Source: an optimization exercise on an open RTL-to-GDS flow (aim: a short achievable clock period and few clock cycles). Production flows keep margins and buffers that such runs may drop.
The RTL was checked by simulation tests, not by an equivalence proof against the original design.

==> 01-05 <==
## dig_ctrl_top
module dig_ctrl_top (
    input  logic [7:0] ui_in,     
    output logic [7:0] uo_out,    
    input  logic [7:0] uio_in,    
    output logic [7:0] uio_out,   
    output logic [7:0] uio_oe,    
    input  logic       ena,       
    input  logic       clk,       
    input  logic       rst_n,      
    input  logic       port_ms_i,
    output logic [7:0] port_ms_o
);
==> module dig_ctrl_top, before the edit <==
module dig_ctrl_top (
    input  logic [7:0] ui_in,     
    output logic [7:0] uo_out,    
    input  logic [7:0] uio_in,    
    output logic [7:0] uio_out,   
    output logic [7:0] uio_oe,    
    input  logic       ena,       
    input  logic       clk,       
    input  logic       rst_n,      
    input  logic       port_ms_i,
    output logic [7:0] port_ms_o
);
    logic rst_n_sync;
    always_ff @(negedge clk) begin
        rst_n_sync <= rst_n;
    end
    logic spi_sclk;
    logic spi_mosi;
    logic spi_miso;
    logic spi_cs;
    logic mode;
    logic debug_i;
    logic [1:0] debug_o;
    dig_ctrl #(
    ) dig_ctrl_inst (
        .clk_i          (clk),
        .rst_ni         (rst_n_sync),
        .spi_sclk_i     (spi_sclk),
        .spi_mosi_i     (spi_mosi),
        .spi_miso_o     (spi_miso),
        .spi_cs_i       (spi_cs),
        .mode_i         (mode),
        .port_i         (ui_in),
        .port_o         (uo_out),
        .port_ms_i      (port_ms_i),
        .port_ms_o      (port_ms_o),
        .debug_i        (debug_i),
        .debug_o        (debug_o)
    );
    assign spi_cs     = uio_in[0];  assign uio_oe[0] = 1'b0; assign uio_out[0] = 1'b0;
    assign spi_mosi   = uio_in[1];  assign uio_oe[1] = 1'b0; assign uio_out[1] = 1'b0;
    assign uio_out[2] = spi_miso;   assign uio_oe[2] = 1'b1;
    assign spi_sclk   = uio_in[3];  assign uio_oe[3] = 1'b0; assign uio_out[3] = 1'b0;
    assign mode = uio_in[4]; assign uio_out[4] = 1'b0; assign uio_oe[4] = 1'b0;  
    assign debug_i = uio_in[5]; assign uio_out[5] = 1'b0; assign uio_oe[5] = 1'b0;  
    assign uio_out[6] = debug_o[0]; assign uio_oe[6] = 1'b1;  
    assign uio_out[7] = debug_o[1]; assign uio_oe[7] = 1'b1;  
endmodule
Settings: LEC_CHECK=0, ABC_CLOCK_PERIOD_IN_PS=2000, CAP_MARGIN=30, CORE_MARGIN=2, CORE_UTILIZATION=40, SETUP_SLACK_MARGIN=5, SLEW_MARGIN=30; clock period 10.0 ns.
run.sh (not shown) runs the stock make flow with config.mk's settings and CLKGATE_MAP_FILE= SYNTH_SCRIPT=/design/flow/synth_recipe.tcl, a recipe that flattens the netlist after the stock synthesis.
==> inputs of 07-11, as changes to 01-05 <==
==> flow/flow/run.sh (new file) <==
#!/bin/bash
set -euo pipefail
export SETUP_SLACK_MARGIN=7
bash standard.sh > standard.log 2>&1
==> flow/standard.sh (new file) <==
#!/bin/bash
# synth_recipe.tcl (not shown) runs the flow's synth.tcl, then flattens the netlist and writes it again
# the make line also repeats each setting of config.mk as NAME=value (left out here)
make -C /OpenROAD-flow-scripts/flow DESIGN_CONFIG=/design/flow/config.mk WORK_HOME=/design/flow/orfs CLKGATE_MAP_FILE= SYNTH_SCRIPT=/design/flow/synth_recipe.tcl "${@:-finish}"
--- a/flow/config.mk
+++ b/flow/config.mk
@@ -7,7 +7,6 @@
 export LEC_CHECK = 0
 export ABC_CLOCK_PERIOD_IN_PS = 2000
-export CAP_MARGIN = 30
+export CAP_MARGIN = 20
 export CORE_MARGIN = 2
 export CORE_UTILIZATION = 40
-export SETUP_SLACK_MARGIN = 5
-export SLEW_MARGIN = 30
+export SLEW_MARGIN = 20
removed: flow/run.sh
==> inputs of 04-14, as changes to 01-05 <==
--- a/flow/design.v
+++ b/flow/design.v
@@ -815,7 +815,5 @@
 );
     logic rst_n_sync;
-    always_ff @(negedge clk) begin
-        rst_n_sync <= rst_n;
-    end
+    assign rst_n_sync = rst_n;
     logic spi_sclk;
     logic spi_mosi;
==> flow/flow/run.sh (new file) <==
#!/bin/bash
set -euo pipefail
export SETUP_SLACK_MARGIN=7
bash standard.sh > standard.log 2>&1
==> flow/standard.sh (new file) <==
#!/bin/bash
# synth_recipe.tcl (not shown) runs the flow's synth.tcl, then flattens the netlist and writes it again
# the make line also repeats each setting of config.mk as NAME=value (left out here)
make -C /OpenROAD-flow-scripts/flow DESIGN_CONFIG=/design/flow/config.mk WORK_HOME=/design/flow/orfs CLKGATE_MAP_FILE= SYNTH_SCRIPT=/design/flow/synth_recipe.tcl "${@:-finish}"
--- a/flow/config.mk
+++ b/flow/config.mk
@@ -7,7 +7,6 @@
 export LEC_CHECK = 0
 export ABC_CLOCK_PERIOD_IN_PS = 2000
-export CAP_MARGIN = 30
+export CAP_MARGIN = 20
 export CORE_MARGIN = 2
 export CORE_UTILIZATION = 40
-export SETUP_SLACK_MARGIN = 5
-export SLEW_MARGIN = 30
+export SLEW_MARGIN = 20
removed: flow/run.sh
==> comparison <==
07-11 finished with max-capacitance violations, max-slew violations left. 01-05 finished with timing, DRC and antenna clean. 04-14 finished clean.
Final cell count, highest first: 07-11, 04-14, 01-05.
Against 04-14, the register-to-register slack of 07-11 is worse by 0.92 ns.
In critical path depth, 01-05 and 07-11 do not differ.
Worst setup slack: 01-05 < 07-11 < 04-14.
Testbench counts of 01-05, summed over its fixed seeds: cycles 22,065.
Testbench counts of 07-11, summed over its fixed seeds: cycles 22,065.
Testbench counts of 04-14, summed over its fixed seeds: cycles 22,065.

---

==> onyx <==
==> flow/design.v <==
`default_nettype none
module synchronizer #(
    parameter int FF_COUNT = 3
) (
    input  logic clk,
    input  logic reset_n,
    input  logic in,
    output logic out
);
    reg [FF_COUNT-1:0] pipe;
    always_ff @(posedge clk, negedge reset_n) begin
        if (!reset_n) begin
            pipe <= '0;
        end else begin
            pipe <= {pipe[FF_COUNT-2:0], in};
        end
    end
    assign out = pipe[FF_COUNT-1];
endmodule
`default_nettype none
module spi_receiver (
    input  logic clk_i,     
    input  logic rst_ni,    
    input  logic spi_sclk_i,
    input  logic spi_mosi_i,
    output logic spi_miso_o,
    input  logic spi_cs_i,
    input  logic [7:0] data_i,  
    output logic [7:0] data_o,  
    output logic       stb_o    
);    
    logic spi_mosi_sync;
    synchronizer  #(
        .FF_COUNT(2)
    ) synchronizer_spi_mosi (
        .clk        (clk_i),
        .reset_n    (rst_ni),
        .in         (spi_mosi_i),
        .out        (spi_mosi_sync)
    );
    logic spi_cs_sync;
    synchronizer  #(
        .FF_COUNT(2)
    ) synchronizer_spi_cs (
        .clk        (clk_i),
        .reset_n    (rst_ni),
        .in         (spi_cs_i),
        .out        (spi_cs_sync)
    );
    logic spi_sclk_sync;
    synchronizer  #(
        .FF_COUNT(2)
    ) synchronizer_spi_sclk (
        .clk        (clk_i),
        .reset_n    (rst_ni),
        .in         (spi_sclk_i),
        .out        (spi_sclk_sync)
    );
    logic spi_sclk_delayed;
    always_ff @(posedge clk_i) begin
        spi_sclk_delayed <= spi_sclk_sync;
    end
    logic spi_sclk_falling, spi_sclk_rising;
    assign spi_sclk_rising = !spi_sclk_delayed && spi_sclk_sync;
    assign spi_sclk_falling = spi_sclk_delayed && !spi_sclk_sync;
    logic [2:0] spi_cnt;
    always_ff @(posedge clk_i, negedge rst_ni) begin
        if (!rst_ni) begin
            spi_cnt  <= 3'd0;
            data_o <= '0;
            spi_miso_o <= 1'b0;
        end else begin
            stb_o <= 1'b0;
            if (!spi_cs_sync && spi_sclk_falling) begin
                data_o <= {data_o[6:0], spi_mosi_sync};
                spi_cnt <= spi_cnt + 1;
                if (spi_cnt == 7) begin
                    stb_o <= 1'b1;
                end
            end
            if (!spi_cs_sync && spi_sclk_rising) begin
                spi_miso_o <= data_i[7-spi_cnt];
            end
        end
    end
endmodule
`default_nettype none
module latch_mem #(
    parameter NUM_BITS = 8,
    parameter NUM_WORDS = 64,
    parameter ADDR_BITS = $clog2(NUM_WORDS)
) (
    input  wire                          clk_i,
    input  wire [ADDR_BITS-1:0]          addr_i,
    input  wire [NUM_BITS-1:0]           data_i,
    input  wire                          we_i,
    output wire [NUM_WORDS*NUM_BITS-1:0] mem_o
);
    reg [NUM_BITS-1:0] RAM [NUM_WORDS];
    always @(posedge clk_i) begin
        if (we_i) begin
            RAM[addr_i] <= data_i;
        end
    end
    genvar i;
    generate
        for (i = 0; i < NUM_WORDS; i++) begin : g_out
            assign mem_o[i*NUM_BITS +: NUM_BITS] = RAM[i];
        end
    endgenerate
endmodule
`default_nettype none
module cpu (
    input  logic         clk_i,
    input  logic         rst_ni,
    input  logic         hold_i,
    input  logic [511:0] mem_i,
    output logic         we_o,
    output logic [5:0]   waddr_o,
    output logic [7:0]   wdata_o,
    input  logic [7:0]   port0_i,
    input  logic         port1_i,
    input  logic [7:0]   port2_i,
    output logic [2:0]   out_stb_o,
    output logic [7:0]   out_data_o
);
    logic [7:0] mw [64];
    genvar gi;
    generate
        for (gi = 0; gi < 64; gi++) begin : g_mw
            assign mw[gi] = mem_i[gi*8 +: 8];
        end
    endgenerate
    logic [7:0] regs [4];
    logic [5:0] fip;         
    logic       e_valid;     
    logic [7:0] e_instr;
    logic [7:0] e_imm;
    assign out_data_o = regs[0];
    logic       ex;
    logic [1:0] a0, a1;
    logic [7:0] ra, rb;
    assign ex = e_valid && !hold_i;
    assign a0 = e_instr[1:0];
    assign a1 = e_instr[3:2];
    assign ra = regs[a0];
    assign rb = regs[a1];
    logic op_jump, op_portout, op_store, op_if;
    assign op_jump    = e_instr[7:2] == 6'b0000_11;
    assign op_portout = e_instr == 8'h03;
    assign op_store   = e_instr[7:4] == 4'b0010;
    assign op_if      = e_instr[7:6] == 2'b11;
    logic cond;
    always_comb begin
        case (e_instr[5:4])
            2'b00: cond = ra == rb;
            2'b01: cond = ra != rb;
            2'b10: cond = ra >= rb;
            2'b11: cond = ra <  rb;
        endcase
    end
    logic skip_next, redirect;
    assign skip_next = ex && op_if && !cond;
    assign redirect  = ex && op_jump;
    assign we_o    = ex && op_store;
    assign waddr_o = ra[5:0];
    assign wdata_o = rb;
    assign out_stb_o[0] = ex && op_portout && e_imm == 8'h00;
    assign out_stb_o[1] = ex && op_portout && e_imm == 8'h01;
    assign out_stb_o[2] = ex && op_portout && e_imm == 8'h02;
    logic [7:0] port_in;
    always_comb begin
        case (e_imm)
            8'h00:   port_in = port0_i;
            8'h01:   port_in = {7'b0, port1_i};
            8'h02:   port_in = port2_i;
            default: port_in = 8'h00;
        endcase
    end
    logic [7:0] ld;
    assign ld = mw[rb[5:0]];
    logic       wen;
    logic [1:0] wsel;
    logic [7:0] res;
    always_comb begin
        wen  = 1'b1;
        wsel = a0;
        res  = 8'h00;
        casez (e_instr)
            8'b0000_0000: wen = 1'b0;                         
            8'b0000_0001: wen = 1'b0;                         
            8'b0000_0010: begin res = port_in; wsel = 2'd0; end  
            8'b0000_0011: wen = 1'b0;                         
            8'b0000_01??: res = ra + 8'd1;                    
            8'b0000_10??: res = ra - 8'd1;                    
            8'b0000_11??: wen = 1'b0;                         
            8'b0001_00??: res = ra << 1;                      
            8'b0001_01??: res = ra >> 1;                      
            8'b0001_10??: res = e_imm;                        
            8'b0001_11??: res = (~ra) + 8'd1;                 
            8'b0010_????: wen = 1'b0;                         
            8'b0011_????: res = ld;                           
            8'b0100_????: res = ra & rb;                      
            8'b0101_????: res = ra | rb;                      
            8'b0110_????: res = ~rb;                          
            8'b0111_????: res = ra ^ rb;                      
            8'b1000_????: res = rb;                           
            8'b1001_????: res = ra + rb;                      
            8'b1010_????: res = ra << rb;                     
            8'b1011_????: res = ra >> rb;                     
            default:      wen = 1'b0;                         
        endcase
    end
    logic [5:0] fa, fa1, fa2, fa3;
    logic [7:0] b0, b1, b2, b3;
    assign fa  = hold_i ? 6'd0 : fip;
    assign fa1 = fa + 6'd1;
    assign fa2 = fa + 6'd2;
    assign fa3 = fa + 6'd3;
    assign b0  = mw[fa];
    assign b1  = mw[fa1];
    assign b2  = mw[fa2];
    assign b3  = mw[fa3];
    function automatic logic has_imm(input logic [7:0] i);
        has_imm = i[7:2] == 6'b0001_10 || (i[7:2] == 6'b0000_00 && i[1:0] != 2'b00);
    endfunction
    logic f_ldi;
    assign f_ldi = b0[7:2] == 6'b0001_10;
    logic imm0, imm2, jumpi0, jumpi2;
    assign imm0   = has_imm(b0);
    assign imm2   = has_imm(b2);
    assign jumpi0 = b0 == 8'h01;
    assign jumpi2 = b2 == 8'h01;
    logic [5:0] next_seq;    
    always_comb begin
        if (f_ldi) next_seq = imm2 ? fa + 6'd4 : fa3;
        else       next_seq = imm0 ? fa2 : fa1;
    end
    logic haz;
    assign haz = we_o && (waddr_o == fa || waddr_o == fa1 || waddr_o == fa2 || waddr_o == fa3);
    logic f_go;              
    assign f_go = !redirect && !haz;
    always_ff @(posedge clk_i, negedge rst_ni) begin
        if (!rst_ni) begin
            for (int i = 0; i < 4; i++) regs[i] <= '0;
            fip     <= '0;
            e_valid <= 1'b0;
            e_instr <= '0;
            e_imm   <= '0;
        end else begin
            if (hold_i) begin
                for (int i = 0; i < 4; i++) regs[i] <= '0;
            end else if (ex && wen) begin
                regs[wsel] <= res;
            end
            if (f_go && f_ldi && !skip_next) begin
                regs[b0[1:0]] <= b1;
            end
            if (redirect) begin
                fip     <= ra[5:0];
                e_valid <= 1'b0;
            end else if (haz) begin
                fip     <= fa;
                e_valid <= 1'b0;
            end else begin
                e_valid <= f_ldi || !skip_next;
                e_instr <= f_ldi ? b2 : b0;
                e_imm   <= f_ldi ? b3 : b1;
                if (f_ldi ? jumpi2 : (jumpi0 && !skip_next)) begin
                    fip <= f_ldi ? b3[5:0] : b1[5:0];
                end else begin
                    fip <= next_seq;
                end
            end
        end
    end
endmodule
`default_nettype none
module dig_ctrl (
    input  logic clk_i,
    input  logic rst_ni,
    input  logic spi_sclk_i,
    input  logic spi_mosi_i,
    output logic spi_miso_o,
    input  logic spi_cs_i,
    input  logic mode_i,
    input  logic [7:0]  port_i,
    output logic [7:0]  port_o,
    input  logic        port_ms_i,
    output logic [7:0]  port_ms_o,
    input  logic       debug_i,
    output logic [1:0] debug_o
);
    logic [7:0] spi_data_i;
    logic [7:0] spi_data_o;
    logic       spi_stb_o;
    spi_receiver spi_receiver_inst (
        .clk_i          (clk_i),
        .rst_ni         (rst_ni),
        .spi_sclk_i     (spi_sclk_i),
        .spi_mosi_i     (spi_mosi_i),
        .spi_miso_o     (spi_miso_o),
        .spi_cs_i       (spi_cs_i),
        .data_i         (spi_data_i),
        .data_o         (spi_data_o),
        .stb_o          (spi_stb_o)
    );
    logic mode_sync;
    synchronizer #(
        .FF_COUNT (2)
    ) synchronizer_mode_i_inst (
        .clk        (clk_i),
        .reset_n    (rst_ni),
        .in         (mode_i),
        .out        (mode_sync)
    );
    logic       mode_d;
    logic [5:0] spi_addr;
    always_ff @(posedge clk_i, negedge rst_ni) begin
        if (!rst_ni) begin
            mode_d <= 1'b0;
            spi_addr <= '0;
        end else begin
            mode_d <= mode_sync;
            if (mode_sync) begin
                if (spi_stb_o) begin
                    spi_addr <= spi_addr + 1;
                end
            end
            if (!mode_d && mode_sync) begin
                spi_addr <= '0;
            end
        end
    end
    logic [1:0] boot;
    always_ff @(posedge clk_i, negedge rst_ni) begin
        if (!rst_ni) begin
            boot <= '0;
        end else begin
            boot <= {boot[0], 1'b1};
        end
    end
    logic         cpu_we;
    logic [5:0]   cpu_waddr;
    logic [7:0]   cpu_wdata;
    logic [511:0] mem;
    latch_mem #(
        .NUM_WORDS (64)
    ) latch_mem_inst (
        .clk_i      (clk_i),
        .addr_i     (mode_sync ? spi_addr : cpu_waddr),
        .data_i     (mode_sync ? spi_data_o : cpu_wdata),
        .we_i       (mode_sync ? spi_stb_o : cpu_we),
        .mem_o      (mem)
    );
    logic port_ms_sync_i;
    synchronizer #(
        .FF_COUNT (2)
    ) synchronizer_port_ms_i_inst (
        .clk        (clk_i),
        .reset_n    (rst_ni),
        .in         (port_ms_i),
        .out        (port_ms_sync_i)
    );
    logic [7:0] port_sync_i;
    synchronizer #(
        .FF_COUNT (2)
    ) synchronizer_port_i_inst[7:0] (
        .clk        (clk_i),
        .reset_n    (rst_ni),
        .in         (port_i),
        .out        (port_sync_i)
    );
    logic [2:0] out_stb;
    logic [7:0] out_data;
    cpu cpu_inst (
        .clk_i      (clk_i),
        .rst_ni     (rst_ni),
        .hold_i     (mode_sync || !boot[1]),
        .mem_i      (mem),
        .we_o       (cpu_we),
        .waddr_o    (cpu_waddr),
        .wdata_o    (cpu_wdata),
        .port0_i    (port_sync_i),
        .port1_i    (port_ms_sync_i),
        .port2_i    (spi_data_o),
        .out_stb_o  (out_stb),
        .out_data_o (out_data)
    );
    always_ff @(posedge clk_i, negedge rst_ni) begin
        if (!rst_ni) begin
            port_o      <= '0;
            port_ms_o   <= '0;
            spi_data_i  <= '0;
        end else begin
            if (out_stb[0]) port_o     <= out_data;  
            if (out_stb[1]) port_ms_o  <= out_data;  
            if (out_stb[2]) spi_data_i <= out_data;  
        end
    end
    assign debug_o = {mode_sync, port_ms_sync_i};
endmodule
`default_nettype none
module dig_ctrl_top (
    input  logic [7:0] ui_in,     
    output logic [7:0] uo_out,    
    input  logic [7:0] uio_in,    
    output logic [7:0] uio_out,   
    output logic [7:0] uio_oe,    
    input  logic       ena,       
    input  logic       clk,       
    input  logic       rst_n,      
    input  logic       port_ms_i,
    output logic [7:0] port_ms_o
);
    logic rst_n_sync;
    assign rst_n_sync = rst_n;
    logic spi_sclk;
    logic spi_mosi;
    logic spi_miso;
    logic spi_cs;
    logic mode;
    logic debug_i;
    logic [1:0] debug_o;
    dig_ctrl #(
    ) dig_ctrl_inst (
        .clk_i          (clk),
        .rst_ni         (rst_n_sync),
        .spi_sclk_i     (spi_sclk),
        .spi_mosi_i     (spi_mosi),
        .spi_miso_o     (spi_miso),
        .spi_cs_i       (spi_cs),
        .mode_i         (mode),
        .port_i         (ui_in),
        .port_o         (uo_out),
        .port_ms_i      (port_ms_i),
        .port_ms_o      (port_ms_o),
        .debug_i        (debug_i),
        .debug_o        (debug_o)
    );
    assign spi_cs     = uio_in[0];  assign uio_oe[0] = 1'b0; assign uio_out[0] = 1'b0;
    assign spi_mosi   = uio_in[1];  assign uio_oe[1] = 1'b0; assign uio_out[1] = 1'b0;
    assign uio_out[2] = spi_miso;   assign uio_oe[2] = 1'b1;
    assign spi_sclk   = uio_in[3];  assign uio_oe[3] = 1'b0; assign uio_out[3] = 1'b0;
    assign mode = uio_in[4]; assign uio_out[4] = 1'b0; assign uio_oe[4] = 1'b0;  
    assign debug_i = uio_in[5]; assign uio_out[5] = 1'b0; assign uio_oe[5] = 1'b0;  
    assign uio_out[6] = debug_o[0]; assign uio_oe[6] = 1'b1;  
    assign uio_out[7] = debug_o[1]; assign uio_oe[7] = 1'b1;  
endmodule
==> flow/run.sh <==
#!/bin/bash
# synth_recipe.tcl (not shown) runs the flow's synth.tcl, then flattens the netlist and writes it again
# the make line also repeats each setting of config.mk as NAME=value (left out here)
make -C /OpenROAD-flow-scripts/flow DESIGN_CONFIG=/design/flow/config.mk WORK_HOME=/design/flow/orfs CLKGATE_MAP_FILE= SYNTH_SCRIPT=/design/flow/synth_recipe.tcl finish
==> flow/config.mk <==
export PLATFORM = sky130hd
export DESIGN_NAME = dig_ctrl_top
export DESIGN_NICKNAME = dig_ctrl_top
export VERILOG_FILES = /design/flow/design.v
export SDC_FILE = /design/flow/constraint.sdc
export NUM_CORES = 4
export LEC_CHECK = 0
export CAP_MARGIN = 20
export CORE_MARGIN = 2
export CORE_UTILIZATION = 40
export SLEW_MARGIN = 20
==> flow/constraint.sdc <==
create_clock -name core_clock -period 10.0 [get_ports {clk}]
set_input_delay 2.0000 -clock core_clock [delete_from_list [all_inputs] [get_ports {clk}]]
set_output_delay 2.0000 -clock core_clock [all_outputs]
set_load 0.01 [all_outputs]
==> inputs of cedar, as changes to onyx <==
Settings changed: ABC_CLOCK_PERIOD_IN_PS set to 2500, SETUP_SLACK_MARGIN set to 5.
==> qor summary <==
quantity                                                                     cedar            onyx
Total of warnings raised by yosys                                                7               7
Clock Path Buffers                                                               3               3
Level count of the clock H-tree                                                  3               3
IO buf count                                                                    33              33
Floorplan row count                                                            122             122
Total of cells resized after clock tree synthesis                              574               0
Number of cells in the design after placement                                 6223            6214
Number of buffers added for setup after CTS                                    239               0
Detailed Place HPWL                                                         322 mm          324 mm
Mux cell area share after synthesis                                          4.49%           4.49%
Placed cell areas                                                        49300 um2       49200 um2
Gpl congestion                                                                1.45            1.48
Portion of synthesized cell area occupied by the leading cell type           34.6%           34.6%
Yosys reg bits                                                                 640             640
Synthesized-area fraction occupied by ao, oa, aoi and oai cells              30.5%           30.5%
Post-placement worst setup slack                                           2080 ps         2690 ps
Run status                                                          did not finish  did not finish
Failing step                                                               5_1_grt         5_1_grt
Horizontal die dimension                                                    338 um          338 um
Count of flip-flops with a built-in enable after synthesis                     513             513
Number of clock buffers inserted by TritonCTS                                   74              73
Testbench counts of onyx, summed over its fixed seeds: cycles 29,269.
Testbench counts of cedar, summed over its fixed seeds: cycles 29,269.

what the ideal ports hide:
The results above use ideal ports. As a check the final layout listed here was re-extracted and re-timed, cells and wires unchanged.
Step 1 (the two cells are an assumption about what drives the block):
set clk [get_ports {clk}]
set_driving_cell -lib_cell sky130_fd_sc_hd__clkbuf_16 $clk
set_driving_cell -lib_cell sky130_fd_sc_hd__buf_2 [delete_from_list [all_inputs] $clk]
Step 2 moves the port delays by t, midway between the first and last clock arrival at a register: inputs arrive t later, outputs are due t later. That takes back most of the time a late clock gives input paths.
a / b / c = ideal / step 1 / step 2; a / b = the first two.
run: 04-14
t, ns: 0.961
setup slack, ns: 5.205 / 5.205 / 5.205
latest minus earliest clock arrival (ns): 0.061 / 0.061
slew at the worst register clock pin (ns): 0.08 / 0.08
After both steps 04-14 still meets setup and hold. The setup slack of 04-14 moves by 0.000 ns with the drivers and by 0.000 ns with both steps.
